Source: an optimization exercise on an open RTL-to-GDS flow (aim: small area). Production flows keep margins and buffers that such runs may drop.
In this exercise RTL edits were held to simulation tests only and were not proved equivalent to the original.
No activity file was given, so power comes from the tool's default toggle rates.

--- config.mk ---
export PLATFORM = sky130hd
export DESIGN_NAME = binary_calculator
export DESIGN_NICKNAME = binary_calculator
export VERILOG_FILES = /design/flow/design.v
export SDC_FILE = /design/flow/constraint.sdc
export NUM_CORES = 8
export LEC_CHECK = 0
export CAP_MARGIN = 20
export CORE_MARGIN = 2
export CORE_UTILIZATION = 40
export SLEW_MARGIN = 20
export SYNTH_HIERARCHICAL = 1
--- constraint.sdc ---
create_clock -name core_clock -period 20.0 [get_ports {clk}]
set_input_delay 4.0000 -clock core_clock [delete_from_list [all_inputs] [get_ports {clk}]]
set_output_delay 4.0000 -clock core_clock [all_outputs]
set_load 0.01 [all_outputs]
--- design.v ---
module DFF (clk, reset,
  d, q);
  input      clk;
  input      reset;
  input      d;
  output reg q;
  always @(posedge clk or posedge reset)
  begin
    if (reset) begin
      q <= 1'b0;
    end else begin
      q <= d;
    end
  end
endmodule
module DEC_INPUT_KEY(
    input input_key,
    input valid_cmd,
    input reset,
    input clk,
    output active,
    output mode);
    localparam IDLE = 3'b 000;
    localparam S1 = 3'b 001;
    localparam S2 = 3'b 011;
    localparam S3 = 3'b 010;
    localparam S4 = 3'b 110;
    localparam S5 = 3'b 111;
    localparam S6 = 3'b 101;
    wire s0, s1, s2;
    wire s0v, s1v, s2v ;
    assign s2v = ~s2 & s1 & ~s0 & valid_cmd & ~input_key | s2 & s1 & ~s0 & valid_cmd | s2 & s0;
    assign s1v = ~s2 & ~s1 & s0 & valid_cmd & ~input_key | ~s2 & s1 & s0 & valid_cmd & input_key | s1 & ~s0 & valid_cmd & ~input_key | s2 & s1 & s0;
    assign s0v = ~s2 & ~s1 & ~s0 & valid_cmd & input_key | ~s2 & ~s1 & s0 & valid_cmd & ~input_key | s2 & s1 & ~s0 & valid_cmd | s2 & s0;
    DFF d0(clk, reset, s0v, s0);
    DFF d1(clk, reset, s1v, s1);
    DFF d2(clk, reset, s2v, s2);
    assign mode = s2 & ~s1 & s0;
    assign active = s2 & s0;
endmodule
module INS_SLOT(
    input i0,
    input i1,
    input hold,
    input d0,
    input d1,
    input p,
    output y);
    assign y = ~((i0 & d0) | (i1 & d1) | (hold & p));
endmodule
module CAT_32(input [7:0] A,
              input [7:0] B,
              input [7:0] C,
              input [3:0] D,
              input [3:0] E,
              output reg [31:0] out
             ); 
  always @(*)
    begin
        out = {E, D, C, B, A};
    end
endmodule
module M_ALU(
    input [7:0] A,
    input [7:0] B,
    input [3:0] SEL_TMP,
    output reg [7:0] ALU_OUT_TMP,
    output reg [3:0] FLAG_TMP
);
reg zf;
reg cf;
reg of;
reg uf;
reg [7:0] neg;
always @(*) begin
zf = 1'b0;
cf = 1'b0;
of = 1'b0;
uf = 1'b0;
neg = ~B + 1;
ALU_OUT_TMP = 8'h00;
    case(SEL_TMP)
        4'h0:
            {cf, ALU_OUT_TMP} = A + B;
        4'h1: begin
            if(A < B)
                uf = 1;
            ALU_OUT_TMP = A + neg;
            end
        4'h2: begin
            if(A > 8'hF && B > 8'hF)
                of = 1;
            ALU_OUT_TMP = A * B;
        end
        4'h3: begin
            if(A < B)
                uf = 1;
            ALU_OUT_TMP = (B == 8'h00) ? 8'hFF : A / B;
        end
        4'h4: begin
            {cf, ALU_OUT_TMP} = A << B;
        end
        4'h5: begin
            {ALU_OUT_TMP, cf} = A >> B;
        end
        4'h6:
            ALU_OUT_TMP = A & B;
        4'h7:
            ALU_OUT_TMP = A | B;
        4'h8:
            ALU_OUT_TMP = A ^ B;
        4'h9:
            ALU_OUT_TMP = A ~^ B;
        4'hA:
            ALU_OUT_TMP = ~(A & B);
        4'hB:
            ALU_OUT_TMP = ~(A | B);
        default: begin
            ALU_OUT_TMP = 8'h00;
            FLAG_TMP = 4'h0;
        end
    endcase
    if(ALU_OUT_TMP == 0 && SEL_TMP <= 4'hB)
        zf = 1;
    FLAG_TMP = {uf, of, cf, zf};
end
endmodule
module CONTROL_RW_FLOW(
    input valid_cmd,
    input rw,
    input active,
    input mode,
    input tx_done,
    input reset,
    input clk,
    output wr_mem,
    output rd_load,
    output dir_load,
    output tx_dat,
    output busy);
    localparam IDLE = 3'd0;
    localparam RD1  = 3'd1;    
    localparam RD2  = 3'd2;    
    localparam WR   = 3'd3;    
    localparam DIR  = 3'd4;    
    localparam TX   = 3'd5;    
    reg [2:0] s;
    reg [2:0] s_v;
    always @(*) begin
        s_v = IDLE;
        case(s)
            IDLE:
                if(valid_cmd & active)
                    s_v = mode ? (rw ? WR : RD1) : DIR;
            RD1: s_v = RD2;
            RD2: s_v = TX;
            DIR: s_v = TX;
            TX:  s_v = tx_done ? IDLE : TX;
            default: s_v = IDLE;
        endcase
    end
    always @(posedge clk, posedge reset)
        if(reset) s <= IDLE;
        else s <= s_v;
    assign wr_mem = (s == WR);
    assign rd_load = (s == RD1);
    assign dir_load = (s == DIR);
    assign tx_dat = (s == TX);
    assign busy = (s == RD1) | (s == RD2) | (s == DIR) | (s == TX);
endmodule
module MEMORY(
    input [19:0] Din,
    input [7:0] Addr,
    input we,               
    input re,               
    input rd_on,            
    input dl,               
    input reset,
    input clk,
    output reg [19:0] Dout,
    output reg Dout_ok);
    reg [20*256-1:0] ring;
    reg [255:0] ok;         
    reg [7:0] t;
    wire [7:0] y = Addr + t;
    reg [19:0] e_d [0:1];
    reg [7:0] e_pos [0:1];      
    reg [1:0] e_p;              
    reg last;                   
    reg hasw;                   
    wire [7:0] n0 = e_pos[0] + 8'd1;
    wire [7:0] n1 = e_pos[1] + 8'd1;
    wire go0 = e_p[0] & (n0[1:0] == 2'd0);
    wire go1 = e_p[1] & (n1[1:0] == 2'd0);
    wire match = (y == e_pos[last]);
    wire go_last = last ? go1 : go0;
    always @(posedge clk, posedge reset) begin
        if(reset) begin
            t <= 8'd0;
            e_p <= 2'b00;
            last <= 1'b0;
            hasw <= 1'b0;
        end
        else begin
            t <= t + 8'd1;
            if(we) begin
                last <= ~last;
                hasw <= 1'b1;
                e_p[~last] <= 1'b1;
                e_p[last] <= e_p[last] & ~go_last & ~match;
            end
            else begin
                if(go0) e_p[0] <= 1'b0;
                if(go1) e_p[1] <= 1'b0;
            end
        end
    end
    always @(posedge clk) begin
        e_pos[0] <= (we && last == 1'b1) ? y + 8'd1 : n0;
        e_pos[1] <= (we && last == 1'b0) ? y + 8'd1 : n1;
        if(we && last == 1'b1) e_d[0] <= Din;
        if(we && last == 1'b0) e_d[1] <= Din;
    end
    reg [2:0] cc;
    wire clr = ~cc[2];
    always @(posedge clk, posedge reset)
        if(reset) cc <= 3'd0;
        else if(clr) cc <= cc + 3'd1;
    wire [19:0] e0n = ~e_d[0];
    wire [19:0] e1n = ~e_d[1];
    genvar g, h;
    generate
        for(g = 0; g < 64; g = g + 1) begin : seg
            wire i0 = go0 && (n0[7:2] == g);
            wire i1 = go1 && (n1[7:2] == g);
            wire hold = ~(i0 | i1);
            wire [19:0] prev = ring[20*((4*g+255)%256) +: 20];
            wire [19:0] ins;
            for(h = 0; h < 20; h = h + 1) begin : b
                if(g % 2 == 0)
                    INS_SLOT u(i0, i1, hold, e0n[h], e1n[h], prev[h], ins[h]);
                else
                    INS_SLOT u(i0, i1, hold, e_d[0][h], e_d[1][h], prev[h], ins[h]);
            end
            always @(posedge clk) begin
                ring[20*4*g +: 20] <= ins;
                ring[20*(4*g+1) +: 60] <= ring[20*4*g +: 60];
                ok[4*g] <= (ok[(4*g+255)%256] & ~clr) | i0 | i1;
                ok[4*g+1 +: 3] <= ok[4*g +: 3];
            end
        end
    endgenerate
    reg [7:0] x;
    always @(posedge clk)
        x <= re ? y + 8'd1 : x + 8'd1;
    wire byp = hasw & match;
    reg pick;       
    always @(posedge clk, posedge reset)
        if(reset) pick <= 1'b0;
        else if(re) pick <= ~byp;
        else if(!rd_on) pick <= 1'b0;
    function integer lq(input integer j);
        case(j)
            0, 1: lq = 1;
            2, 3, 4, 5: lq = 2;
            6, 7, 8, 9, 10, 11, 12, 13: lq = 3;
            20: lq = 1;
            default: lq = 4;
        endcase
    endfunction
    wire [20:0] tap;
    wire [20:0] cap;
    genvar j, k;
    generate
        for(j = 0; j < 21; j = j + 1) begin : col
            localparam Q = lq(j);
            wire [(256 >> Q) - 1:0] hit;
            for(k = 0; k < (256 >> Q); k = k + 1) begin : tp
                assign hit[k] = (x[7:Q] == k) &&
                                ((j == 20) ? ok[k << Q] : (ring[20*(k << Q) + j] ^ (((k << Q) >> 2) % 2 == 1)));
            end
            assign tap[j] = |hit;
            assign cap[j] = pick && (x[Q-1:0] == 0);
        end
    endgenerate
    wire [19:0] e_last = last ? e_d[1] : e_d[0];
    integer b;
    always @(posedge clk) begin
        if(dl) begin
            Dout <= Din;
            Dout_ok <= 1'b1;
        end
        else if(re && byp) begin
            Dout <= e_last;
            Dout_ok <= 1'b1;
        end
        else begin
            for(b = 0; b < 20; b = b + 1)
                if(cap[b]) Dout[b] <= tap[b];
            if(cap[20]) Dout_ok <= tap[20];
        end
    end
endmodule
module DIV_FREQ(
    input [15:0] Din,
    input conf_div,
    input enable,
    input reset,
    input clk,
    output tick
);
    reg [15:0] t;
    reg [15:0] count;
    wire [15:0] last = (t == 16'h0) ? 16'h0 : t - 16'h1;
    assign tick = enable && (count == last);
    always @(posedge clk, posedge reset) begin
        if(reset) begin
            t <= 16'h1;
            count <= 16'h0;
        end
        else begin
            if(!enable && conf_div)
                t <= Din;
            if(!enable || tick)
                count <= 16'h0;
            else
                count <= count + 16'h1;
        end
    end
endmodule
module REG_SHIFT_PLOAD(
    input [19:0] Din,
    input Din_ok,
    input load,
    input start_tx,
    input reset,
    input clk,
    input tick,
    output tx_done,
    output tx_busy,
    output Dout
);
    reg [5:0] pos;
    always @(posedge clk, posedge reset) begin
        if(reset)
            pos <= 6'd0;
        else if(load)
            pos <= 6'd0;
        else if(start_tx && tick)
            pos <= pos + 6'd1;
    end
    wire [7:0] a = Din[7:0];
    wire [7:0] b = Din[15:8];
    wire [3:0] s = Din[19:16];
    wire [7:0] r;
    wire [3:0] f;
    M_ALU alu(a, b, s, r, f);
    wire [31:0] word = {s, f, r, b, a};
    wire [31:0] rot = {word[30:0], word[31]};
    assign tx_busy = pos[5] ? (pos[4:0] == 5'd0) : (pos[4:0] != 5'd0);
    assign Dout = tx_busy & Din_ok & rot[pos[4:0]];
    assign tx_done = (pos == 6'd33);
endmodule
module binary_calculator(
    input clk,
    input reset,
    input [7:0] in_a,
    input [7:0] in_b,
    input [3:0] sel,
    input input_key,
    input valid_cmd,
    input rw,
    input [7:0] addr,
    input conf_div,
    input [15:0] Din,
    output calc_active,
    output calc_mode,
    output busy,
    output Dout_valid,
    output Dout);
    DEC_INPUT_KEY dec_input_key(input_key, valid_cmd, reset, clk, calc_active, calc_mode);
    wire tx_done, wr_mem, rd_load, dir_load, tx_dat;
    CONTROL_RW_FLOW control_rw_flow(valid_cmd, rw, calc_active, calc_mode, tx_done, reset, clk,
                                    wr_mem, rd_load, dir_load, tx_dat, busy);
    wire [19:0] cmd = {sel, in_b, in_a};
    wire [19:0] opd;
    wire opd_ok;
    MEMORY memory(cmd, addr, wr_mem, rd_load, busy, dir_load, reset, clk, opd, opd_ok);
    wire tx_tick;
    DIV_FREQ div_freq(Din, conf_div, tx_dat, reset, clk, tx_tick);
    REG_SHIFT_PLOAD reg_shift_pload(opd, opd_ok, rd_load | dir_load, tx_dat, reset, clk, tx_tick,
                                    tx_done, Dout_valid, Dout);
endmodule
--- run.sh ---
#!/bin/bash
# synth_recipe.tcl (not shown) runs the flow's synth.tcl, then flattens the netlist and writes it again
# the make line also repeats each setting of config.mk as NAME=value (left out here)
make -C /OpenROAD-flow-scripts/flow DESIGN_CONFIG=/design/flow/config.mk WORK_HOME=/design/flow/orfs CLKGATE_MAP_FILE= SYNTH_SCRIPT=/design/flow/synth_recipe.tcl finish
==> results of run 1 <==
stage by stage:
step	util	cells	hold WS [ps]	total power, mW
6_report	0.480	15700	267	22.0
2_1_floorplan	-	9634	310	11.9
5_1_grt	0.480	15600	273	22.5
4_1_cts	0.480	15600	275	22.0
3_3_place_gp	0.430	14700	309	12.1
3_5_place_dp	0.430	14700	312	12.2
cell families (layout without fill, tap and decap cells):
family	after synthesis	count (layout)
xor gates and xnor gates	119	119
DFF	5521	5521
buffers and inverters	348	1606
and+or+nand+nor	1245	1245
AOI/OAI and AO/OA	2154	2154
muxes	132	132
adders and majority gates	115	115
other	0	38
flip-flops by register name, summed over array words and instances (netlist names):
name,count
memory.Dout,20
memory.e_p,2
memory.last,1
memory.Dout_ok,1
memory.e_d,40
memory.cc,3
div_freq.count,16
memory.hasw,1
memory.t,8
memory.ok,256
memory.e_pos,16
control_rw_flow.s,3
memory.x,8
memory.ring,5120
dec_input_key.d1.q,1
dec_input_key.d2.q,1
div_freq.t,16
reg_shift_pload.pos,6
memory.pick,1
dec_input_key.d0.q,1
per-module statistics from Yosys, one instance, submodules excluded:
module,flops+latches,cells,area (µm²),times used
binary_calculator,0,1,6.26,1
DFF,1,2,28.8,3
CONTROL_RW_FLOW,3,21,203,1
DEC_INPUT_KEY,0,18,97.6,1
M_ALU,0,609,4530,1
MEMORY,5477,7383,122000,1
INS_SLOT,0,1,10.0,1280
REG_SHIFT_PLOAD,6,64,653,1
DIV_FREQ,32,252,2320,1
metal layers:
layer | up-vias | global-route usage | share of wire
met5 | - | 0 | 0.00029
met4 | 26 | 0.153 | 0.054
met3 | 1646 | 0.130 | 0.15
met2 | 8220 | 0.480 | 0.41
met1 | 49500 | 0.449 | 0.39
li1 | 38800 | - | -
layout make-up:
cell class	count	area [µm²]
Fill cell	30500	185000
Inverter	109	417
Clock buffer	759	15300
Timing Repair Buffer	571	4580
Sequential cell	5521	111000
Tap cell	4751	5940
Multi-Input combinational cell	3765	30400
Clock inverter	167	2240
Antenna cell	38	95.1
synth_stat cells (14+ instances only):
cell type | instances | area [µm²]
and3_1 | 27 | 169
a22o_1 | 49 | 429
a31oi_1 | 47 | 294
o2111ai_1 | 14 | 123
clkbuf_1 | 127 | 477
o211ai_1 | 19 | 143
buf_6 | 16 | 180
a221oi_1 | 79 | 692
nor2b_1 | 24 | 150
o221ai_1 | 15 | 131
a21o_1 | 15 | 113
dfrtp_1 | 59 | 1480
a32oi_1 | 37 | 324
inv_1 | 104 | 390
mux2_2 | 43 | 484
a21oi_1 | 100 | 500
buf_1 | 16 | 60.1
a22oi_1 | 112 | 841
edfxtp_1 | 60 | 1800
mux2i_1 | 77 | 771
nand4_1 | 45 | 282
nor4_1 | 28 | 175
nand3_1 | 109 | 546
nand2b_1 | 25 | 156
a211oi_1 | 24 | 180
and2_1 | 15 | 93.8
o21ai_0 | 111 | 556
nor3_1 | 84 | 420
dfxtp_1 | 5401 | 108000
o32ai_1 | 16 | 140
nor2_1 | 407 | 1530
xnor2_1 | 63 | 552
ha_1 | 100 | 1250
or2_2 | 16 | 100
fa_1 | 15 | 300
o31ai_1 | 19 | 143
xor2_1 | 50 | 438
or3_1 | 19 | 119
nand2_1 | 340 | 1280
a222oi_1 | 1296 | 13000
buf_2 | 68 | 340
o22ai_1 | 71 | 444
worst max-delay path by stage:
stage | end | slack [ps] | cells past startpoint
after floorplan | Dout | 2890 | 50
after global placement | Dout | 1160 | 54
after detailed placement | Dout | 1460 | 54
after CTS | Dout | 330 | 54
after global routing | Dout | 30 | 55
final | Dout | 1230 | 54
where the power goes:
part	leakage, nW	switching, mW	total, mW	internal, mW
Clock	8.63	4.30	10.1	5.78
Combinational	11.4	0.249	0.399	0.150
Sequential	46.2	0.199	11.5	11.3
Total	66.3	4.75	22.0	17.3
worst register-to-register path: stages, from the launching register on:
cell and delay (ps):
dfxtp_4 770, buf_4 620, nand2b_1 210, buf_4 580
o2bb2ai_1 410, a22oi_1 760, nand4_1 270, nor4_1 990
nand3_1 560, nor3b_1 400, o31ai_1 130
==> run notes, run 1 <==
outcome: timing/DRC/antenna clean
Slew @ Worst Pin: 1310 ps
min-delay src: memory.ring[3162]
Routed WL: 631 mm
Crit path largest cell delay: 600 ps
CTS clk-pin slew, worst paths: 60 ps
Crit Path Class: register to output port
row count: 219
DRC viols: 0
pre-CTS setup slack: 1460 ps
Pre-antenna DRT Iters: 13
Max FO, Critical Path: 8
htree depth: 6
Initial Util: 0.401
boundary pin count: 55
Root Buffer: clkbuf_16
commonest non-fill, non-tap cells in the layout: 5394 x dfxtp_1, 1296 x a222oi_1, 530 x clkbuf_16
crit path DAT: 14770 ps
mux cell area share after synthesis: 0.0107
Synth Area in Compound Gates: 0.135
Synth Register Bits: 5521
post-cts resize count: 0
Total Neg Setup Slack: 0 ps
sequential share of the synthesized area: 0.782
Worst path slowest cell: clkdlybuf4s50_1
Worst R2R Start: memory.x[3]
post-route setup slack: 1230 ps
final setup fails: 0
post-CTS setup repair buffer count: 0
MaxCap Viol Count: 0
most common cell after layout, fill and taps aside: dfxtp_1
Wirelength per Cell: 40.3 µm
cts hold-fix bufs: 0
clock buffer depth: 4
xor and xnor area share after synthesis: 0.00787
fin. max-slew vios: 0
DP Area: 153000 µm²
cell family with most CP delay: compound AO/OA/AOI/OAI gates
hold path endpoint: memory.ring[3182]
internal reg-to-reg setup slack: 14050 ps
CP endpoint kind: output port
EDFF count, synth: 60
CTS tree: yes
Post-Synth Simple-Gate Area: 0.0424
Hold Path Depth: 0
unrepaired setup endpoints after global routing: no
min cycle time layout: 18770 ps
max_slew headroom: 0.129
Post-Synthesis Cell Area: 142000 µm²
via count: 98200
first-pass GRT wire length: 832 mm
startpoint types: register
die area: 361000 µm²
adder and majority gate portion of the synthesized area: 0.0109
DR iter-0 viols: 22000
period utilisation layout: 0.938
post-synth cell types: 112
Top FF cell, synth: dfxtp_1
global route overflow: 0
YS warnings: 16
Synth async-reset ratio: 0.0109
gr usage total: 0.337
PortBufs: 54
Leak Pwr: 66.3 nW
core area: 355000 µm²
post-DP HPWL: 417 mm
initial antenna violation count: 93
Syn Area/Cell: 14.8 µm²
worst flop-to-flop path endpoint: memory.Dout[4]
Peak Freq: 53.3 MHz
Layout Skew: 86.3 ps
largest family of logic cells by synthesized area: compound AO/OA/AOI/OAI gates
number of global-route vias before repair: 91900
Final nets: 10700
Die W: 601 µm
share of post-route cells with drive strength above 1: 0.156
area delta synth->final: 19.7%
R2R depth: 10
worst setup path start: memory.Dout[12]
CTS Buf Count: 519
die height: 601 µm
final antenna-violating net count: 0
Mapped Cells: 9634
Clock Latency Late Sink: 1090 ps
clock sinks: 5521
Via density: 6.26
Max VDD drop: 0.0855 mV
largest net degree at the start of global routing: 68
Hold Crit Class: register to register
post-route cell area: 170000 µm²
GPL Wtd Cong: 1.00
syn_nets: 9799
Fin. Hold Viols: 0
power density over the cells: 129 nW/µm²
WP buf/inv: 8
Worst Path Required: 16000 ps
==> run 2: changes to the inputs <==
--- a/design.v
+++ b/design.v
@@ -66,63 +66,52 @@
     input [3:0] SEL_TMP,
     output reg [7:0] ALU_OUT_TMP,
-    output reg [3:0] FLAG_TMP
-);
-reg zf;
-reg cf;
-reg of;
-reg uf;
-reg [7:0] neg;
-always @(*) begin
-zf = 1'b0;
-cf = 1'b0;
-of = 1'b0;
-uf = 1'b0;
-neg = ~B + 1;
-ALU_OUT_TMP = 8'h00;
-    case(SEL_TMP)
-        4'h0:
-            {cf, ALU_OUT_TMP} = A + B;
-        4'h1: begin
-            if(A < B)
-                uf = 1;
-            ALU_OUT_TMP = A + neg;
+    output [3:0] FLAG_TMP);
+    function [8:0] radd(input [7:0] x, input [7:0] y, input ci);
+        integer i; reg c;
+        begin
+            c = ci;
+            for(i = 0; i < 8; i = i + 1) begin
+                radd[i] = x[i] ^ y[i] ^ c;
+                c = (x[i] & y[i]) | (x[i] & c) | (y[i] & c);
             end
-        4'h2: begin
-            if(A > 8'hF && B > 8'hF)
-                of = 1;
-            ALU_OUT_TMP = A * B;
-        end
-        4'h3: begin
-            if(A < B)
-                uf = 1;
-            ALU_OUT_TMP = (B == 8'h00) ? 8'hFF : A / B;
-        end
-        4'h4: begin
-            {cf, ALU_OUT_TMP} = A << B;
-        end
-        4'h5: begin
-            {ALU_OUT_TMP, cf} = A >> B;
-        end
-        4'h6:
-            ALU_OUT_TMP = A & B;
-        4'h7:
-            ALU_OUT_TMP = A | B;
-        4'h8:
-            ALU_OUT_TMP = A ^ B;
-        4'h9:
-            ALU_OUT_TMP = A ~^ B;
-        4'hA:
-            ALU_OUT_TMP = ~(A & B);
-        4'hB:
-            ALU_OUT_TMP = ~(A | B);
-        default: begin
-            ALU_OUT_TMP = 8'h00;
-            FLAG_TMP = 4'h0;
+            radd[8] = c;
         end
-    endcase
-    if(ALU_OUT_TMP == 0 && SEL_TMP <= 4'hB)
-        zf = 1;
-    FLAG_TMP = {uf, of, cf, zf};
-end
+    endfunction
+    wire sub = SEL_TMP[0];
+    wire [8:0] as = radd(A, B ^ {8{sub}}, sub);
+    wire lt = ~as[8];           
+    reg [7:0] prod;
+    integer k;
+    always @(*) begin
+        prod = A & {8{B[0]}};
+        for(k = 1; k < 8; k = k + 1)
+            prod = radd(prod, (A & {8{B[k]}}) << k, 1'b0);
+    end
+    wire [7:0] quo = (B == 8'h00) ? 8'hFF : A / B;
+    wire [7:0] ra = {A[0], A[1], A[2], A[3], A[4], A[5], A[6], A[7]};
+    wire [8:0] sh = {1'b0, (SEL_TMP[0] ? ra : A)} << B;
+    reg cf;
+    always @(*) begin
+        cf = 1'b0;
+        case(SEL_TMP)
+            4'h0: begin ALU_OUT_TMP = as[7:0]; cf = as[8]; end
+            4'h1: ALU_OUT_TMP = as[7:0];
+            4'h2: ALU_OUT_TMP = prod;
+            4'h3: ALU_OUT_TMP = quo;
+            4'h4: begin ALU_OUT_TMP = sh[7:0]; cf = sh[8]; end
+            4'h5: begin ALU_OUT_TMP = {1'b0, sh[0], sh[1], sh[2], sh[3], sh[4], sh[5], sh[6]}; cf = sh[7]; end
+            4'h6: ALU_OUT_TMP = A & B;
+            4'h7: ALU_OUT_TMP = A | B;
+            4'h8: ALU_OUT_TMP = A ^ B;
+            4'h9: ALU_OUT_TMP = ~(A ^ B);
+            4'hA: ALU_OUT_TMP = ~(A & B);
+            4'hB: ALU_OUT_TMP = ~(A | B);
+            default: ALU_OUT_TMP = 8'h00;
+        endcase
+    end
+    wire uf = (SEL_TMP == 4'h1 || SEL_TMP == 4'h3) && lt;
+    wire of = (SEL_TMP == 4'h2) && (A[7:4] != 4'h0) && (B[7:4] != 4'h0);
+    wire zf = (ALU_OUT_TMP == 8'h0) && (SEL_TMP <= 4'hB);
+    assign FLAG_TMP = {uf, of, cf, zf};
 endmodule
 module CONTROL_RW_FLOW(
@@ -311,21 +300,21 @@
 );
     reg [15:0] t;
-    reg [15:0] count;
-    wire [15:0] last = (t == 16'h0) ? 16'h0 : t - 16'h1;
-    assign tick = enable && (count == last);
-    always @(posedge clk, posedge reset) begin
-        if(reset) begin
+    reg [15:0] count;    
+    function [15:0] inc16(input [15:0] v);
+        integer i; reg c;
+        begin c = 1'b1; for(i=0;i<16;i=i+1) begin inc16[i] = v[i] ^ c; c = c & v[i]; end end
+    endfunction
+    wire [15:0] inc = inc16(count);
+    assign tick = enable && ((inc == t) || (t == 16'h0));
+    always @(posedge clk, posedge reset)
+        if(reset)
             t <= 16'h1;
+        else if(!enable && conf_div)
+            t <= Din;
+    always @(posedge clk)
+        if(!enable || tick)
             count <= 16'h0;
-        end
-        else begin
-            if(!enable && conf_div)
-                t <= Din;
-            if(!enable || tick)
-                count <= 16'h0;
-            else
-                count <= count + 16'h1;
-        end
-    end
+        else
+            count <= inc;
 endmodule
 module REG_SHIFT_PLOAD(
--- a/config.mk
+++ b/config.mk
@@ -9,4 +9,7 @@
 export CORE_MARGIN = 2
 export CORE_UTILIZATION = 40
+export CTS_BUF_LIST = sky130_fd_sc_hd__clkbuf_8
+export CTS_CLUSTER_DIAMETER = 100
+export CTS_CLUSTER_SIZE = 16
 export SLEW_MARGIN = 20
 export SYNTH_HIERARCHICAL = 1
==> run 2 against run 1 <==
Effect of this change: sequential share of layout area increased by 5.8 points; highest routed layer unchanged; still clean on timing, DRC and antenna; largest cell class unchanged; cell count decreased by 6.0%; clock power decreased by 48%; largest power group unchanged.
==> run notes, run 2 <==
global route overflow: 0 (unchanged)
most frequent CP cell: ha_1
initial antenna violation count: 67 (was 93)
post-DP HPWL: 398 mm (was 417 mm)
Clock Latency Late Sink: 1210 ps (was 1090 ps)
Comb pwr share: 0.021 (was 0.018)
core area: 352000 µm² (was 355000 µm²)
number of global-route vias before repair: 87400 (was 91900)
synth top area cells: dfxtp_1 77%, a222oi_1 9.3%, edfxtp_1 1.3% (was dfxtp_1 76%, a222oi_1 9.1%, edfxtp_1 1.3%)
post-synth cell types: 113 (was 112)
YS warnings: 16 (unchanged)
Storage cell area: 111000 µm² (about the same)
htree depth: 5 (was 6)
Max VDD drop: 0.0582 mV (was 0.0855 mV)
Hold Crit Class: register to register (unchanged)
Synth Area in Compound Gates: 0.132 (was 0.135)
min cycle time layout: 18710 ps (was 18770 ps)
Syn Area/Cell: 15.0 µm² (was 14.8 µm²)
syn_nets: 9585 (was 9799)
NetSw: 3.87 mW (was 4.75 mW)
Die W: 598 µm (was 601 µm)
Net Sw Frac: 0.225 (was 0.216)
boundary pin count: 55 (unchanged)
die area: 358000 µm² (was 361000 µm²)
DP Area: 150000 µm² (was 153000 µm²)
startpoint types: register (unchanged)
Mapped Cells: 9417 (was 9634)
count leader, synth: dfxtp_1 (unchanged)
clock buffer depth: 4 (unchanged)
GR Layer Usage met1: 0.431 (was 0.449)
internal reg-to-reg setup slack: 14330 ps (was 14050 ps)
die height: 598 µm (was 601 µm)
Wirelength per Cell: 40.9 µm (was 40.3 µm)
Worst Path Required: 16000 ps (about the same)
MaxCap Viol Count: 0 (unchanged)
CTS Buf Count: 387 (was 519)
Peak Freq: 53.4 MHz (was 53.3 MHz)
Final nets: 10200 (was 10700)
Worst setup endpoint: Dout (unchanged)
filler cell count: 31400 (was 30500)
CTS clk-pin slew, worst paths: 100 ps (was 60 ps)
met2 Usage GRT: 0.472 (was 0.480)
multi-input logic area: 29300 µm² (was 30400 µm²)
CTS tree: yes (unchanged)
final setup fails: 0 (unchanged)
via count: 93400 (was 98200)
Routed WL: 602 mm (was 631 mm)
R2R depth: 10 (unchanged)
DRC viols: 0 (unchanged)
post-cts resize count: 0 (unchanged)
Top FF cell, synth: dfxtp_1 (unchanged)
DR iter-0 viols: 20700 (was 22000)
pre-CTS setup slack: 1770 ps (was 1460 ps)
sequential share of the synthesized area: 0.789 (was 0.782)
Synth Register Bits: 5521 (unchanged)
gr usage total: 0.326 (was 0.337)
Post-Synthesis Cell Area: 141000 µm² (was 142000 µm²)
min-delay src: memory.ring[5078] (was memory.ring[3162])
max reg flops: 5120 (unchanged)
adder and majority gate portion of the synthesized area: 0.0117 (was 0.0109)
max_slew headroom: 0.0994 (was 0.129)
Crit path largest cell delay: 550 ps (was 600 ps)
mux cell area share after synthesis: 0.0107 (about the same)
power density over the cells: 110 nW/µm² (was 129 nW/µm²)
met3 GRT Util: 0.125 (was 0.130)
Layout Skew: 79.2 ps (was 86.3 ps)
Via density: 6.34 (was 6.26)
Synth top area share: 0.769 (was 0.759)
Fin. Hold Viols: 0 (unchanged)
area delta synth->final: 10.8% (was 19.7%)
Largest Register: memory.ring (unchanged)
Clock Power Share: 0.306 (was 0.458)
Largest regs: memory.ring (5120), memory.ok (256), memory.e_d (40) (unchanged)
EDFF count, synth: 60 (unchanged)
Post-Synth Simple-Gate Area: 0.0386 (was 0.0424)
row count: 218 (was 219)
unrepaired setup endpoints after global routing: no (unchanged)
cts hold-fix bufs: 0 (unchanged)
final antenna-violating net count: 0 (unchanged)
most used routing layer in global routing: met2 (unchanged)
post-CTS setup repair buffer count: 0 (unchanged)
Root Buffer: clkbuf_8 (was clkbuf_16)
P_int: 13.3 mW (was 17.3 mW)
Synth async-reset ratio: 0.00797 (was 0.0109)
Pre-antenna DRT Iters: 14 (was 13)
share of post-route cells with drive strength above 1: 0.118 (was 0.156)
Total Neg Setup Slack: 0 ps (unchanged)
Worst R2R Start: memory.x[6] (was memory.x[3])
Yosys top cell by area: dfxtp_1 (unchanged)
period utilisation layout: 0.935 (was 0.938)
Slew @ Worst Pin: 1350 ps (was 1310 ps)
clock sinks: 5521 (unchanged)
largest net degree at the start of global routing: 73 (was 68)
largest family of logic cells by synthesized area: compound AO/OA/AOI/OAI gates (unchanged)
commonest non-fill, non-tap cells in the layout: 5410 x dfxtp_1, 1304 x a222oi_1, 398 x buf_4 (was 5394 x dfxtp_1, 1296 x a222oi_1, 530 x clkbuf_16)
Leak Pwr: 59.6 nW (was 66.3 nW)
worst setup path start: memory.Dout[12] (unchanged)
Sequential Power Share: 0.673 (was 0.524)
most frequent cells after synthesis: 5417 x dfxtp_1, 1304 x a222oi_1, 366 x nor2_1 (was 5401 x dfxtp_1, 1296 x a222oi_1, 407 x nor2_1)
Worst path slowest cell: a2111oi_1 (was clkdlybuf4s50_1)
outcome: timing/DRC/antenna clean (unchanged)
PortBufs: 54 (unchanged)
most common cell after layout, fill and taps aside: dfxtp_1 (unchanged)
CP endpoint kind: output port (unchanged)
fin. max-slew vios: 0 (unchanged)
Max FO, Critical Path: 12 (was 8)
post-route cell area: 156000 µm² (was 170000 µm²)
Crit Path Class: register to output port (unchanged)
worst flop-to-flop path endpoint: memory.Dout[0] (was memory.Dout[4])
fin util: 0.444 (was 0.480)
first-pass GRT wire length: 791 mm (was 832 mm)
GPL Wtd Cong: 1.03 (was 1.00)
post-route setup slack: 1290 ps (was 1230 ps)
total design power: 17.1 mW (was 22.0 mW)
Initial Util: 0.401 (about the same)
crit path DAT: 14710 ps (was 14770 ps)
xor and xnor area share after synthesis: 0.00710 (was 0.00787)
[run 2: worst min path at each step]
stage                     cells after the start  slack [ps]           endpoint
after floorplan                               0         310     memory.ok[102]
after global placement                        0         310  memory.ring[3018]
after detailed placement                      0         310  memory.ring[2472]
after CTS                                     0         260  memory.ring[2507]
after global routing                          0         260  memory.ring[2507]
final                                         0         280  memory.ring[5098]
[run 2: cell families (layout without fill, tap and decap cells)]
family	Yosys count	in the layout
buffers and inverters	343	1013
flip-flops	5521	5521
multiplexers	126	126
AND/OR/NAND/NOR	1118	1118
adder cells (fa/ha/maj)	118	118
other	0	33
XOR/XNOR	112	112
AO/OA/AOI/OAI	2079	2079
[run 2: final cells by class]
| type | instances | area share |
|---|---|---|
| sequential | 5521 | 0.712 |
| multi-input combinational | 3553 | 0.187 |
| tap | 4620 | 0.0370 |
| clock buffer | 391 | 0.0344 |
| timing repair buffer | 457 | 0.0230 |
| clock inverter | 55 | 0.00306 |
| inverter | 110 | 0.00269 |
| antenna | 33 | 0.000528 |
[run 2: power by group through the flow]
stage                     clock network, mW  logic [mW]  registers, mW
after CTS                              5.25       0.359           11.5
after detailed placement                  0       0.356           11.8
after global routing                   5.65       0.387           11.6
after floorplan                           0       0.215           11.7
final                                  5.24       0.369           11.5
after global placement                    0       0.350           11.8
[run 2: per-stage QoR]
step / hold WS [ps] / cells
6_report: 280 / 14700
4_1_cts: 265 / 14700
5_1_grt: 263 / 14700
3_3_place_gp: 310 / 14300
3_5_place_dp: 312 / 14300
2_1_floorplan: 310 / 9417
[run 2: critical path: cells and delay by family (launching register included)]
| family | cells | cell delay (ps) |
|---|---|---|
| multiplexers | 5 | 1590 |
| flip-flops | 1 | 370 |
| AO/OA/AOI/OAI | 24 | 6210 |
| AND/OR/NAND/NOR | 11 | 2330 |
| buffers and inverters | 4 | 1110 |
| adder cells (fa/ha/maj) | 7 | 1910 |
[run 2: routing by layer]
| layer | up-vias | part of all wire |
|---|---|---|
| met3 | 1485 | 0.15 |
| met1 | 47300 | 0.38 |
| li1 | 37000 | - |
| met5 | - | 0.00053 |
| met4 | 50 | 0.054 |
| met2 | 7600 | 0.41 |
[run 2: per-module statistics from Yosys, one instance, submodules excluded]
module / cell area (µm²) / flip-flops and latches / cells
CONTROL_RW_FLOW: 205 / 3 / 23
DEC_INPUT_KEY: 97.6 / 0 / 18
DFF: 28.8 / 1 / 2
DIV_FREQ: 1470 / 32 / 114
INS_SLOT: 10.0 / 0 / 1
MEMORY: 122000 / 5477 / 7359
M_ALU: 4260 / 0 / 552
REG_SHIFT_PLOAD: 653 / 6 / 64
binary_calculator: 6.26 / 0 / 1
==> run 3: changes to the inputs <==
--- a/design.v
+++ b/design.v
@@ -49,4 +49,16 @@
     assign y = ~((i0 & d0) | (i1 & d1) | (hold & p));
 endmodule
+module TAP3(input s0, input d0, input s1, input d1, input s2, input d2, output y);
+    assign y = ~((s0 & d0) | (s1 & d1) | (s2 & d2));
+endmodule
+module TAP2(input s0, input d0, input s1, input d1, output y);
+    assign y = ~((s0 & d0) | (s1 & d1));
+endmodule
+module TAP1(input s0, input d0, output y);
+    assign y = ~(s0 & d0);
+endmodule
+module TAP2I(input n0, input d0, input n1, input d1, output y);
+    assign y = ~((n0 | d0) & (n1 | d1));
+endmodule
 module CAT_32(input [7:0] A,
               input [7:0] B,
@@ -227,5 +239,5 @@
             wire [19:0] ins;
             for(h = 0; h < 20; h = h + 1) begin : b
-                if(g % 2 == 0)
+                if(g % 2 == 1)
                     INS_SLOT u(i0, i1, hold, e0n[h], e1n[h], prev[h], ins[h]);
                 else
@@ -235,5 +247,8 @@
                 ring[20*4*g +: 20] <= ins;
                 ring[20*(4*g+1) +: 60] <= ring[20*4*g +: 60];
-                ok[4*g] <= (ok[(4*g+255)%256] & ~clr) | i0 | i1;
+                if(g % 2 == 0)
+                    ok[4*g] <= ~((ok[(4*g+255)%256] & ~clr) | i0 | i1);
+                else
+                    ok[4*g] <= (~ok[(4*g+255)%256] & ~clr) | i0 | i1;
                 ok[4*g+1 +: 3] <= ok[4*g +: 3];
             end
@@ -264,10 +279,54 @@
         for(j = 0; j < 21; j = j + 1) begin : col
             localparam Q = lq(j);
-            wire [(256 >> Q) - 1:0] hit;
-            for(k = 0; k < (256 >> Q); k = k + 1) begin : tp
-                assign hit[k] = (x[7:Q] == k) &&
-                                ((j == 20) ? ok[k << Q] : (ring[20*(k << Q) + j] ^ (((k << Q) >> 2) % 2 == 1)));
+            localparam N = 256 >> Q;
+            localparam NN = (Q == 1) ? N / 2 : (Q == 2) ? N / 2 : 0;    
+            localparam NI = N - NN;                                      
+            wire [N-1:0] s;
+            wire [N-1:0] d;
+            for(k = 0; k < N; k = k + 1) begin : tp
+                assign s[k] = (x[7:Q] == k);
+                assign d[k] = (j == 20) ? ok[k << Q] : ring[20*(k << Q) + j];
+            end
+            wire [NI-1:0] si, di;
+            wire [(NN > 0 ? NN : 1)-1:0] sn, dn;
+            for(k = 0; k < N; k = k + 1) begin : gt
+                if(((k << Q) >> 2) % 2 == 0) begin : inv
+                    localparam I = (Q == 1) ? (k / 4) * 2 + k % 4 : (Q == 2) ? k / 2 : k;
+                    assign si[I] = ~s[k];
+                    assign di[I] = d[k];
+                end
+                else begin : tru
+                    localparam I = (Q == 1) ? (k / 4) * 2 + k % 4 - 2 : k / 2;
+                    assign sn[I] = s[k];
+                    assign dn[I] = d[k];
+                end
+            end
+            if(NN == 0) begin : z
+                assign sn = 1'b0;
+                assign dn = 1'b0;
+            end
+            wire [NI/2-1:0] po;
+            for(k = 0; k < NI / 2; k = k + 1) begin : pi
+                TAP2I u(si[2*k], di[2*k], si[2*k+1], di[2*k+1], po[k]);
+            end
+            localparam N3 = NN / 3;
+            localparam NR = NN % 3;
+            wire [(N3 > 0 ? N3 : 1) + 1 - 1:0] ne;
+            for(k = 0; k < N3; k = k + 1) begin : pt
+                TAP3 u(sn[3*k], dn[3*k], sn[3*k+1], dn[3*k+1], sn[3*k+2], dn[3*k+2], ne[k]);
+            end
+            if(N3 == 0) begin : z3
+                assign ne[0] = 1'b1;
+            end
+            if(NR == 2) begin : r2
+                TAP2 u(sn[3*N3], dn[3*N3], sn[3*N3+1], dn[3*N3+1], ne[(N3 > 0 ? N3 : 1)]);
+            end
+            else if(NR == 1) begin : r1
+                TAP1 u(sn[3*N3], dn[3*N3], ne[(N3 > 0 ? N3 : 1)]);
+            end
+            else begin : r0
+                assign ne[(N3 > 0 ? N3 : 1)] = 1'b1;
             end
-            assign tap[j] = |hit;
+            assign tap[j] = (|po) | ~(&ne);
             assign cap[j] = pick && (x[Q-1:0] == 0);
         end
==> run 3 against run 2 <==
Effect of this change: design area shrank 1.0%; highest routed layer unchanged; critical path type unchanged; power fell by 0.25%; area after synthesis shrank 0.60%.
==> run notes, run 3 <==
outcome: timing/DRC/antenna clean (unchanged)
htree depth: 5 (unchanged)
fin. max-slew vios: 0 (unchanged)
synth top area cells: dfxtp_1 77%, a222oi_1 9.9%, o22ai_1 1.5% (was dfxtp_1 77%, a222oi_1 9.3%, edfxtp_1 1.3%)
PortBufs: 54 (unchanged)
Layout Skew: 108 ps (was 79.2 ps)
MaxCap Viol Count: 0 (unchanged)
Leak Pwr: 58.7 nW (was 59.6 nW)
Slew @ Worst Pin: 1450 ps (was 1350 ps)
final std cells w/o fill: 14600 (was 14700)
die height: 596 µm (was 598 µm)
Largest Register: memory.ring (unchanged)
clock sinks: 5521 (unchanged)
die area: 355000 µm² (was 358000 µm²)
count leader, synth: dfxtp_1 (unchanged)
DRC viols: 0 (unchanged)
commonest non-fill, non-tap cells in the layout: 5415 x dfxtp_1, 1383 x a222oi_1, 387 x clkbuf_8 (was 5410 x dfxtp_1, 1304 x a222oi_1, 398 x buf_4)
first-pass GRT wire length: 685 mm (was 791 mm)
power density over the cells: 110 nW/µm² (about the same)
Hold Crit Class: register to register (unchanged)
largest net degree at the start of global routing: 61 (was 73)
Synth top area share: 0.773 (was 0.769)
Yosys top cell by area: dfxtp_1 (unchanged)
YS warnings: 16 (unchanged)
Storage cell area: 111000 µm² (about the same)
Initial Util: 0.402 (was 0.401)
min cycle time layout: 18990 ps (was 18710 ps)
number of global-route vias before repair: 85600 (was 87400)
CTS clk-pin slew, worst paths: 120 ps (was 100 ps)
sequential share of the synthesized area: 0.794 (was 0.789)
worst setup path start: memory.Dout[15] (was memory.Dout[12])
Worst R2R Start: memory.x[4] (was memory.x[6])
core area: 349000 µm² (was 352000 µm²)
Die W: 596 µm (was 598 µm)
Clock Latency Late Sink: 1200 ps (was 1210 ps)
Top FF cell, synth: dfxtp_1 (unchanged)
Synth async-reset ratio: 0.00797 (unchanged)
filler cell count: 30800 (was 31400)
DR iter-0 viols: 17400 (was 20700)
startpoint types: register (unchanged)
internal reg-to-reg setup slack: 14180 ps (was 14330 ps)
fin util: 0.443 (was 0.444)
Pre-antenna DRT Iters: 13 (was 14)
Via density: 6.10 (was 6.34)
# placed instances: 14100 (was 14300)
multi-input logic area: 28000 µm² (was 29300 µm²)
initial antenna violation count: 45 (was 67)
cts hold-fix bufs: 0 (unchanged)
Largest regs: memory.ring (5120), memory.ok (256), memory.e_d (40) (unchanged)
Worst path slowest cell: edfxtp_1 (was a2111oi_1)
worst flop-to-flop path endpoint: memory.Dout[0] (unchanged)
final setup fails: 0 (unchanged)
Root Buffer: clkbuf_8 (unchanged)
global route overflow: 0 (unchanged)
Mapped Cells: 9279 (was 9417)
EDFF count, synth: 60 (unchanged)
Crit Path Class: register to output port (unchanged)
most frequent cells after synthesis: 5417 x dfxtp_1, 1383 x a222oi_1, 351 x nor2_1 (was 5417 x dfxtp_1, 1304 x a222oi_1, 366 x nor2_1)
final antenna-violating net count: 0 (unchanged)
CTS Buf Count: 384 (was 387)
R2R depth: 12 (was 10)
crit path DAT: 14990 ps (was 14710 ps)
Crit path largest cell delay: 680 ps (was 550 ps)
Post-Synthesis Cell Area: 140000 µm² (was 141000 µm²)
post-synth cell types: 99 (was 113)
Worst setup endpoint: Dout (unchanged)
CTS tree: yes (unchanged)
Worst Path Required: 16000 ps (about the same)
post-CTS setup repair buffer count: 0 (unchanged)
via count: 89100 (was 93400)
Synth Register Bits: 5521 (unchanged)
Final nets: 10100 (was 10200)
Max VDD drop: 0.0682 mV (was 0.0582 mV)
most common cell after layout, fill and taps aside: dfxtp_1 (unchanged)
share of post-route cells with drive strength above 1: 0.0976 (was 0.118)
syn_nets: 9447 (was 9585)
clock buffer depth: 4 (unchanged)
post-DP HPWL: 334 mm (was 398 mm)
period utilisation layout: 0.950 (was 0.935)
post-cts resize count: 0 (unchanged)
Wirelength per Cell: 34.4 µm (was 40.9 µm)
max_slew headroom: 0.0329 (was 0.0994)
area delta synth->final: 10.4% (was 10.8%)
Peak Freq: 52.7 MHz (was 53.4 MHz)
row count: 217 (was 218)
Routed WL: 503 mm (was 602 mm)
CP endpoint kind: output port (unchanged)
Syn Area/Cell: 15.1 µm² (was 15.0 µm²)
most frequent CP cell: ha_1 (unchanged)
gr usage total: 0.272 (was 0.326)
boundary pin count: 55 (unchanged)
max reg flops: 5120 (unchanged)
Max FO, Critical Path: 12 (unchanged)
GPL Wtd Cong: 1.04 (was 1.03)
Fin. Hold Viols: 0 (unchanged)
-- run 3: changes by cell type after synthesis, moves of 35 or more --
cell / previous run / this run
a211oi_1: 15 / 54
a21oi_1: 106 / 54
a221oi_1: 59 / 9
a222oi_1: 1304 / 1383
a22o_1: 48 / 2
a22oi_1: 131 / 3
and2_1: 24 / 61
clkbuf_1: 142 / 95
inv_1: 109 / 153
nand2_1: 313 / 227
nor3_1: 78 / 40
nor4_1: 33 / 92
o22a_1: 6 / 41
o22ai_1: 66 / 341
-- run 3: layer usage --
layer	wire length (µm)	vias up	track usage
li1	-	36800	-
met1	201000	45200	0.370
met2	208000	5955	0.389
met3	66200	1147	0.0870
met4	27600	28	0.136
met5	361	-	0.00392
-- run 3: power breakdown --
| part | internal, mW | switching [mW] | total (mW) |
|---|---|---|---|
| Clock | 1.79 | 3.40 | 5.19 |
| Sequential | 11.3 | 0.152 | 11.4 |
| Combinational | 0.162 | 0.319 | 0.481 |
| Total | 13.2 | 3.87 | 17.1 |
-- run 3: final cells by class --
cell class                      instances  area share
Tap cell                             4599      0.0372
Timing Repair Buffer                  394      0.0204
Multi-Input combinational cell       3460       0.181
Sequential cell                      5521       0.719
Clock buffer                          387      0.0344
Inverter                              157     0.00393
Clock inverter                         44     0.00336
Antenna cell                           56    0.000905
-- run 3: worst min path at each step --
| stage | endpoint | from | slack, ps | cells after the start |
|---|---|---|---|---|
| after floorplan | memory.ok[102] | memory.ok[101] | 310 | 0 |
| after global placement | memory.ring[4613] | memory.ring[4593] | 310 | 0 |
| after detailed placement | memory.ring[1185] | memory.ring[1165] | 310 | 0 |
| after CTS | memory.ring[2556] | memory.ring[2536] | 210 | 0 |
| after global routing | memory.ring[2532] | memory.ring[2512] | 230 | 0 |
| final | memory.ring[2556] | memory.ring[2536] | 230 | 0 |
-- run 3: critical path: cells and delay by family, from the launching register on --
family	cells	cell delay, ps
DFF	1	680
and+or+nand+nor	9	2390
muxes	4	1230
adders and majority gates	7	2380
AOI/OAI and AO/OA	26	6350
buffers and inverters	3	840
-- run 3: cell families after synthesis --
logic type | after synthesis | share of synthesized area
adders and majority gates | 118 | 0.0118
and+or+nand+nor | 1055 | 0.0371
DFF | 5521 | 0.794
AOI/OAI and AO/OA | 2099 | 0.134
xor gates and xnor gates | 102 | 0.00666
buffers and inverters | 298 | 0.00872
muxes | 86 | 0.00781
-- run 3: per-module statistics from Yosys, one instance, submodules excluded, a selection --
module	cells inside	flip-flops and latches	copies in the design	cell area [µm²]
M_ALU	539	0	1	4130
REG_SHIFT_PLOAD	64	6	1	653
CONTROL_RW_FLOW	21	3	1	203
DEC_INPUT_KEY	18	0	1	97.6
DFF	2	1	3	28.8
INS_SLOT	1	0	1280	10.0
TAP2I	1	0	336	6.26
binary_calculator	1	0	1	6.26
TAP1	1	0	3	3.75
-- run 3: per-stage QoR --
step | power, mW | hold slack (ps) | worst slack (ps) | area (µm²) | TNS [ps]
6_report | 17.1 | 228 | 1010 | 155000 | 0
5_1_grt | 17.6 | 230 | -20.7 | 155000 | -20.7
4_1_cts | 17.1 | 215 | 427 | 155000 | 0
3_5_place_dp | 12.1 | 312 | 1690 | 149000 | 0
3_3_place_gp | 12.1 | 310 | 1190 | 149000 | 0
2_1_floorplan | 11.9 | 310 | 4130 | 140000 | 0
==> run 4: changes to the inputs <==
--- a/design.v
+++ b/design.v
@@ -61,4 +61,7 @@
     assign y = ~((n0 | d0) & (n1 | d1));
 endmodule
+module TAP1I(input n0, input d0, output y);
+    assign y = ~(n0 | d0);
+endmodule
 module CAT_32(input [7:0] A,
               input [7:0] B,
@@ -103,4 +106,21 @@
     wire [7:0] ra = {A[0], A[1], A[2], A[3], A[4], A[5], A[6], A[7]};
     wire [8:0] sh = {1'b0, (SEL_TMP[0] ? ra : A)} << B;
+    reg [3:0] tt;
+    always @(*)
+        case(SEL_TMP)
+            4'h6: tt = 4'b1000;
+            4'h7: tt = 4'b1110;
+            4'h8: tt = 4'b0110;
+            4'h9: tt = 4'b1001;
+            4'hA: tt = 4'b0111;
+            default: tt = 4'b0001;
+        endcase
+    wire [7:0] lg;
+    genvar gi;
+    generate
+        for(gi = 0; gi < 8; gi = gi + 1) begin : lgb
+            assign lg[gi] = tt[{A[gi], B[gi]}];
+        end
+    endgenerate
     reg cf;
     always @(*) begin
@@ -113,10 +133,5 @@
             4'h4: begin ALU_OUT_TMP = sh[7:0]; cf = sh[8]; end
             4'h5: begin ALU_OUT_TMP = {1'b0, sh[0], sh[1], sh[2], sh[3], sh[4], sh[5], sh[6]}; cf = sh[7]; end
-            4'h6: ALU_OUT_TMP = A & B;
-            4'h7: ALU_OUT_TMP = A | B;
-            4'h8: ALU_OUT_TMP = A ^ B;
-            4'h9: ALU_OUT_TMP = ~(A ^ B);
-            4'hA: ALU_OUT_TMP = ~(A & B);
-            4'hB: ALU_OUT_TMP = ~(A | B);
+            4'h6, 4'h7, 4'h8, 4'h9, 4'hA, 4'hB: ALU_OUT_TMP = lg;
             default: ALU_OUT_TMP = 8'h00;
         endcase
@@ -179,5 +194,5 @@
     input reset,
     input clk,
-    output reg [19:0] Dout,
+    output [19:0] Dout,
     output reg Dout_ok);
     reg [20*256-1:0] ring;
@@ -220,6 +235,4 @@
         e_pos[0] <= (we && last == 1'b1) ? y + 8'd1 : n0;
         e_pos[1] <= (we && last == 1'b0) ? y + 8'd1 : n1;
-        if(we && last == 1'b1) e_d[0] <= Din;
-        if(we && last == 1'b0) e_d[1] <= Din;
     end
     reg [2:0] cc;
@@ -256,7 +269,16 @@
     endgenerate
     reg [7:0] x;
+    wire [7:0] xe = re ? y : x;
+    always @(posedge clk)
+        x <= xe + 8'd1;
+    wire match_o = (y == e_pos[~last]);
+    wire byp_l = hasw & match;
+    wire byp_o = e_p[~last] & match_o;
+    wire byp = byp_l | byp_o;
+    reg cur;
     always @(posedge clk)
-        x <= re ? y + 8'd1 : x + 8'd1;
-    wire byp = hasw & match;
+        if(dl) cur <= 1'b0;
+        else if(re) cur <= byp_l ? last : ~last;
+    assign Dout = cur ? e_d[1] : e_d[0];
     reg pick;       
     always @(posedge clk, posedge reset)
@@ -264,88 +286,94 @@
         else if(re) pick <= ~byp;
         else if(!rd_on) pick <= 1'b0;
-    function integer lq(input integer j);
-        case(j)
-            0, 1: lq = 1;
-            2, 3, 4, 5: lq = 2;
-            6, 7, 8, 9, 10, 11, 12, 13: lq = 3;
-            20: lq = 1;
-            default: lq = 4;
-        endcase
+    function integer tq(input integer j);
+        if(j < 16) tq = j + 3;
+        else if(j < 20) tq = 19;
+        else tq = 3;
     endfunction
-    wire [20:0] tap;
-    wire [20:0] cap;
+    function integer ninv(input integer q, input integer m);
+        integer i;
+        begin
+            ninv = 0;
+            for(i = 0; i < m; i = i + 1)
+                if(((i * q) / 4) % 2 == 0) ninv = ninv + 1;
+        end
+    endfunction
+    wire [255:0] at;
     genvar j, k;
     generate
+        for(k = 0; k < 256; k = k + 1) begin : dc
+            assign at[k] = (xe == k);
+        end
+    endgenerate
+    wire [20:0] tap;
+    generate
         for(j = 0; j < 21; j = j + 1) begin : col
-            localparam Q = lq(j);
-            localparam N = 256 >> Q;
-            localparam NN = (Q == 1) ? N / 2 : (Q == 2) ? N / 2 : 0;    
-            localparam NI = N - NN;                                      
-            wire [N-1:0] s;
-            wire [N-1:0] d;
-            for(k = 0; k < N; k = k + 1) begin : tp
-                assign s[k] = (x[7:Q] == k);
-                assign d[k] = (j == 20) ? ok[k << Q] : ring[20*(k << Q) + j];
-            end
+            localparam Q = tq(j);
+            localparam M = (256 + Q - 1) / Q;
+            localparam NI = ninv(Q, M);
+            localparam NT = M - NI;
             wire [NI-1:0] si, di;
-            wire [(NN > 0 ? NN : 1)-1:0] sn, dn;
-            for(k = 0; k < N; k = k + 1) begin : gt
-                if(((k << Q) >> 2) % 2 == 0) begin : inv
-                    localparam I = (Q == 1) ? (k / 4) * 2 + k % 4 : (Q == 2) ? k / 2 : k;
-                    assign si[I] = ~s[k];
-                    assign di[I] = d[k];
+            wire [(NT > 0 ? NT : 1)-1:0] st, dt;
+            for(k = 0; k < M; k = k + 1) begin : tp
+                localparam S = k * Q;
+                wire d = (j == 20) ? ok[S] : ring[20*S + j];
+                if(((S / 4) % 2) == 0) begin : inv
+                    assign si[ninv(Q, k)] = ~at[S];
+                    assign di[ninv(Q, k)] = d;
                 end
                 else begin : tru
-                    localparam I = (Q == 1) ? (k / 4) * 2 + k % 4 - 2 : k / 2;
-                    assign sn[I] = s[k];
-                    assign dn[I] = d[k];
+                    assign st[k - ninv(Q, k)] = at[S];
+                    assign dt[k - ninv(Q, k)] = d;
                 end
             end
-            if(NN == 0) begin : z
-                assign sn = 1'b0;
-                assign dn = 1'b0;
-            end
-            wire [NI/2-1:0] po;
-            for(k = 0; k < NI / 2; k = k + 1) begin : pi
+            if(NT == 0) begin : z
+                assign st = 1'b0;
+                assign dt = 1'b0;
+            end
+            localparam N2 = NI / 2;
+            wire [N2:0] po;
+            for(k = 0; k < N2; k = k + 1) begin : pi
                 TAP2I u(si[2*k], di[2*k], si[2*k+1], di[2*k+1], po[k]);
             end
-            localparam N3 = NN / 3;
-            localparam NR = NN % 3;
-            wire [(N3 > 0 ? N3 : 1) + 1 - 1:0] ne;
-            for(k = 0; k < N3; k = k + 1) begin : pt
-                TAP3 u(sn[3*k], dn[3*k], sn[3*k+1], dn[3*k+1], sn[3*k+2], dn[3*k+2], ne[k]);
+            if(NI % 2 == 1) begin : pi1
+                TAP1I u(si[NI-1], di[NI-1], po[N2]);
+            end
+            else begin : pi0
+                assign po[N2] = 1'b0;
             end
-            if(N3 == 0) begin : z3
-                assign ne[0] = 1'b1;
+            localparam N3 = NT / 3;
+            wire [N3:0] ne;
+            for(k = 0; k < N3; k = k + 1) begin : pt
+                TAP3 u(st[3*k], dt[3*k], st[3*k+1], dt[3*k+1], st[3*k+2], dt[3*k+2], ne[k]);
             end
-            if(NR == 2) begin : r2
-                TAP2 u(sn[3*N3], dn[3*N3], sn[3*N3+1], dn[3*N3+1], ne[(N3 > 0 ? N3 : 1)]);
+            if(NT % 3 == 2) begin : r2
+                TAP2 u(st[3*N3], dt[3*N3], st[3*N3+1], dt[3*N3+1], ne[N3]);
             end
-            else if(NR == 1) begin : r1
-                TAP1 u(sn[3*N3], dn[3*N3], ne[(N3 > 0 ? N3 : 1)]);
+            else if(NT % 3 == 1) begin : r1
+                TAP1 u(st[3*N3], dt[3*N3], ne[N3]);
             end
             else begin : r0
-                assign ne[(N3 > 0 ? N3 : 1)] = 1'b1;
+                assign ne[N3] = 1'b1;
             end
             assign tap[j] = (|po) | ~(&ne);
-            assign cap[j] = pick && (x[Q-1:0] == 0);
         end
     endgenerate
-    wire [19:0] e_last = last ? e_d[1] : e_d[0];
-    integer b;
+    wire rd0 = re & ~byp & last;        
+    wire rd1 = re & ~byp & ~last;       
     always @(posedge clk) begin
-        if(dl) begin
-            Dout <= Din;
-            Dout_ok <= 1'b1;
-        end
-        else if(re && byp) begin
-            Dout <= e_last;
+        if((we && last == 1'b1) || dl) e_d[0] <= Din;
+        else if(rd0) e_d[0] <= tap[19:0];
+        else if(pick && !cur) e_d[0] <= e_d[0] | tap[19:0];
+        if(we && last == 1'b0) e_d[1] <= Din;
+        else if(rd1) e_d[1] <= tap[19:0];
+        else if(pick && cur) e_d[1] <= e_d[1] | tap[19:0];
+    end
+    always @(posedge clk) begin
+        if(dl)
             Dout_ok <= 1'b1;
-        end
-        else begin
-            for(b = 0; b < 20; b = b + 1)
-                if(cap[b]) Dout[b] <= tap[b];
-            if(cap[20]) Dout_ok <= tap[20];
-        end
+        else if(re)
+            Dout_ok <= byp | tap[20];
+        else if(pick)
+            Dout_ok <= Dout_ok | tap[20];
     end
 endmodule
--- a/config.mk
+++ b/config.mk
@@ -8,8 +8,9 @@
 export CAP_MARGIN = 20
 export CORE_MARGIN = 2
-export CORE_UTILIZATION = 40
+export CORE_UTILIZATION = 60
 export CTS_BUF_LIST = sky130_fd_sc_hd__clkbuf_8
-export CTS_CLUSTER_DIAMETER = 100
+export CTS_CLUSTER_DIAMETER = 70
 export CTS_CLUSTER_SIZE = 16
+export PLACE_DENSITY = 0.8
 export SLEW_MARGIN = 20
 export SYNTH_HIERARCHICAL = 1
==> run 4 against run 3 <==
Effect of this change: the layout now fails its checks (capacitance limit, slew limit); via count is 4.1% higher; clock power decreased by 0.8%; first-iteration DRC count grew 41%; non-clock buffer count is 66 higher; synthesized cell count is 2.9% lower; worst hold slack gained 7.8 ps; count of clock-buffer cells in the layout rose by 14; design area is 2.6% lower; combinational power shrank 28%; die area is 34% lower; cell count is 12% lower; highest routed layer unchanged.
==> run notes, run 4 <==
Synth Register Bits: 5502 (was 5521)
most frequent cells after synthesis: 5418 x dfxtp_1, 1375 x a222oi_1, 447 x nor2_1 (was 5417 x dfxtp_1, 1383 x a222oi_1, 351 x nor2_1)
DRC viols: 0 (unchanged)
met2 wire len: 219 mm (was 208 mm)
met3 WL: 94.7 mm (was 66.2 mm)
Largest Register: memory.ring (unchanged)
global route overflow: 0 (unchanged)
met1 wire length: 198 mm (was 201 mm)
fin. max-slew vios: 7 (was 0)
synth top area cells: dfxtp_1 79%, a222oi_1 10%, nor2_1 1.2% (was dfxtp_1 77%, a222oi_1 9.9%, o22ai_1 1.5%)
first-pass GRT wire length: 738 mm (was 685 mm)
Pre-antenna DRT Iters: 14 (was 13)
Worst path slowest cell: or4b_2 (was edfxtp_1)
Storage cell area: 111000 µm² (about the same)
Clock Latency Late Sink: 1190 ps (was 1200 ps)
unrepaired setup endpoints after global routing: no
multi-input logic area: 26300 µm² (was 28000 µm²)
total design power: 16.8 mW (was 17.1 mW)
initial antenna violation count: 107 (was 45)
pre-CTS setup slack: 1210 ps (was 1690 ps)
Top Layer Used: met5 (unchanged)
R2R depth: 13 (was 12)
most common cell after layout, fill and taps aside: dfxtp_1 (unchanged)
fin util: 0.662 (was 0.443)
Yosys top cell by area: dfxtp_1 (unchanged)
Crit Path Class: register to output port (unchanged)
Wirelength per Cell: 43.6 µm (was 34.4 µm)
cts hold-fix bufs: 0 (unchanged)
gr usage total: 0.465 (was 0.272)
clock buffer depth: 4 (unchanged)
Post-Synthesis Cell Area: 138000 µm² (was 140000 µm²)
htree depth: 5 (unchanged)
max_slew headroom: -0.0405 (was 0.0329)
Final nets: 9901 (was 10100)
largest net degree at the start of global routing: 48 (was 61)
Mapped Cells: 9007 (was 9279)
worst flop-to-flop path endpoint: memory.e_d[1][3] (was memory.Dout[0])
post-synth cell types: 107 (was 99)
Peak Freq: 53.1 MHz (was 52.7 MHz)
Synth top area share: 0.787 (was 0.773)
Via density: 7.22 (was 6.10)
boundary pin count: 55 (unchanged)
Fin. Hold Viols: 0 (unchanged)
Slew @ Worst Pin: 1560 ps (was 1450 ps)
Routed WL: 560 mm (was 503 mm)
Crit path largest cell delay: 630 ps (was 680 ps)
area delta synth->final: 9.45% (was 10.4%)
CP endpoint kind: output port (unchanged)
most frequent CP cell: ha_1 (unchanged)
internal reg-to-reg setup slack: 12580 ps (was 14180 ps)
syn_nets: 9162 (was 9447)
Worst R2R Start: control_rw_flow.s[2] (was memory.x[4])
share of post-route cells with drive strength above 1: 0.106 (was 0.0976)
Synth async-reset ratio: 0.00800 (was 0.00797)
CTS tree: yes (unchanged)
YS warnings: 16 (unchanged)
period utilisation layout: 0.942 (was 0.950)
MaxCap Viol Count: 1 (was 0)
Die W: 483 µm (was 596 µm)
count leader, synth: dfxtp_1 (unchanged)
Top FF cell, synth: dfxtp_1 (unchanged)
clock sinks: 5502 (was 5521)
max reg flops: 5120 (unchanged)
final std cells w/o fill: 12800 (was 14600)
power density over the cells: 111 nW/µm² (was 110 nW/µm²)
Leak Pwr: 58.3 nW (was 58.7 nW)
row count: 175 (was 217)
final antenna-violating net count: 0 (unchanged)
core area: 228000 µm² (was 349000 µm²)
filler cell count: 15500 (was 30800)
crit path DAT: 14840 ps (was 14990 ps)
sequential share of the synthesized area: 0.804 (was 0.794)
PortBufs: 54 (unchanged)
Hold Crit Class: register to register (unchanged)
# placed instances: 12300 (was 14100)
Max VDD drop: 0.113 mV (was 0.0682 mV)
Worst setup endpoint: Dout (unchanged)
Layout Check Fails: capacitance limit, slew limit
outcome: complete, but fails checks (was timing/DRC/antenna clean)
startpoint types: register (unchanged)
Layout Skew: 116 ps (was 108 ps)
min cycle time layout: 18840 ps (was 18990 ps)
number of global-route vias before repair: 85700 (was 85600)
Root Buffer: clkbuf_8 (unchanged)
Max FO, Critical Path: 19 (was 12)
commonest non-fill, non-tap cells in the layout: 5417 x dfxtp_1, 1375 x a222oi_1, 410 x nor2_1 (was 5415 x dfxtp_1, 1383 x a222oi_1, 387 x clkbuf_8)
CTS Buf Count: 397 (was 384)
CTS clk-pin slew, worst paths: 110 ps (was 120 ps)
Largest regs: memory.ring (5120), memory.ok (256), memory.e_d (40) (unchanged)
post-route setup slack: 1160 ps (was 1010 ps)
die area: 234000 µm² (was 355000 µm²)
post-DP HPWL: 360 mm (was 334 mm)
via count: 92800 (was 89100)
Initial Util: 0.605 (was 0.402)
GPL Wtd Cong: 1.12 (was 1.04)
Syn Area/Cell: 15.3 µm² (was 15.1 µm²)
EDFF count, synth: 40 (was 60)
Worst Path Required: 16000 ps (about the same)
worst setup path start: memory.cur (was memory.Dout[15])
DR iter-0 viols: 24500 (was 17400)
Total Neg Setup Slack: 0 ps (unchanged)
die height: 483 µm (was 596 µm)
final setup fails: 0 (unchanged)
run 4: metal layers:
layer	track usage	up-vias
met5	0.00163	-
met4	0.333	46
met3	0.195	2105
met2	0.621	9388
met1	0.604	45600
li1	-	35600
run 4: report_power, final:
| part | switching (mW) | total [mW] | leakage, nW | internal, mW |
|---|---|---|---|---|
| clock network | 3.31 | 5.15 | 3.04 | 1.83 |
| registers | 0.124 | 11.3 | 46.0 | 11.2 |
| logic | 0.234 | 0.347 | 9.24 | 0.113 |
| total | 3.67 | 16.8 | 58.3 | 13.1 |
run 4: worst max-delay path: cells and delay by family, from the launching register on:
family	cells	cell delay [ps]
AO/OA/AOI/OAI	29	6200
adder cells (fa/ha/maj)	7	2160
buffers and inverters	5	1330
flip-flops	1	560
multiplexers	3	810
AND/OR/NAND/NOR	10	2640
run 4: how the worst min path moves through the flow:
stage                                 start                 to  slack, ps  cells past startpoint
after CTS                  memory.ring[244]   memory.ring[264]        260                      0
after global routing       memory.ring[244]   memory.ring[264]        270                      0
after floorplan              memory.ok[100]     memory.ok[101]        310                      0
final                      memory.ring[206]   memory.ring[226]        240                      0
after detailed placement  memory.ring[1018]  memory.ring[1038]        310                      0
after global placement    memory.ring[1961]  memory.ring[1981]        310                      0
run 4: cells by family (layout without fill, tap and decap cells):
| kind of cell | after synthesis | count (layout) | synth area share |
|---|---|---|---|
| AO/OA/AOI/OAI | 1906 | 1906 | 0.126 |
| XOR/XNOR | 117 | 117 | 0.00829 |
| adder cells (fa/ha/maj) | 106 | 106 | 0.0109 |
| buffers and inverters | 232 | 1003 | 0.00709 |
| flip-flops | 5502 | 5502 | 0.804 |
| multiplexers | 89 | 89 | 0.00823 |
| other | 0 | 60 | 0 |
| AND/OR/NAND/NOR | 1055 | 1055 | 0.0355 |
run 4: through the flow:
step / instance area (µm²) / hold WS, ps
5_1_grt: 151000 / 269
3_3_place_gp: 145000 / 309
6_report: 151000 / 236
3_5_place_dp: 145000 / 312
4_1_cts: 151000 / 264
2_1_floorplan: 138000 / 310
run 4: timing repair:
action / 4_1_cts / 5_1_grt
hold endpoints to repair: 0 / 0
endpoints found under the setup margin: 1 / 1
setup buffers: 0 / 4
gates resized for setup: 1 / 5
pin swaps: 0 / 2
run 4: modules after synthesis (local to each module, per instance), a selection:
module / area (µm²) / flops+latches / cells
CONTROL_RW_FLOW: 203 / 3 / 21
MEMORY: 116000 / 5458 / 6670
DFF: 28.8 / 1 / 2
TAP2I: 6.26 / 0 / 1
TAP3: 10.0 / 0 / 1
TAP2: 12.5 / 0 / 1
DIV_FREQ: 1470 / 32 / 114
REG_SHIFT_PLOAD: 636 / 6 / 64
TAP1: 3.75 / 0 / 1
INS_SLOT: 10.0 / 0 / 1
run 4: final cells by class:
type                            count  area share
Antenna cell                       60    0.000995
Clock buffer                      401      0.0366
Clock inverter                     30     0.00177
Inverter                          112     0.00285
Multi-Input combinational cell   3273       0.175
Sequential cell                  5502       0.734
Tap cell                         3009      0.0250
Timing Repair Buffer              460      0.0239

## static timing again, ports no longer ideal
Ports are ideal in the flow. The routed layouts listed here were re-timed in OpenROAD. Step 1, drivers: a clkbuf_16 drives clk and a buf_2 each remaining input, both assumed. Step 2 moves the port delays by t, midway between the first and last clock arrival at a register: inputs arrive t later, outputs are due t later. That takes back most of the time a late clock gives input paths. a / b / c = ideal ports / drivers / drivers and shift; a / b = the first two.
| run | t (ns) | slack for setup (ns) | worst setup path at the end |
|---|---|---|---|
| run 1 | 1.154 | 1.234 / 1.121 / 2.274 | register to output |
| run 2 | 1.261 | 1.290 / 1.178 / 2.440 | register to output |
| run 3 | 1.230 | 1.007 / 0.906 / 2.136 | register to output |
| run 4 | 1.216 | 1.162 / 1.071 / 2.287 | register to output |
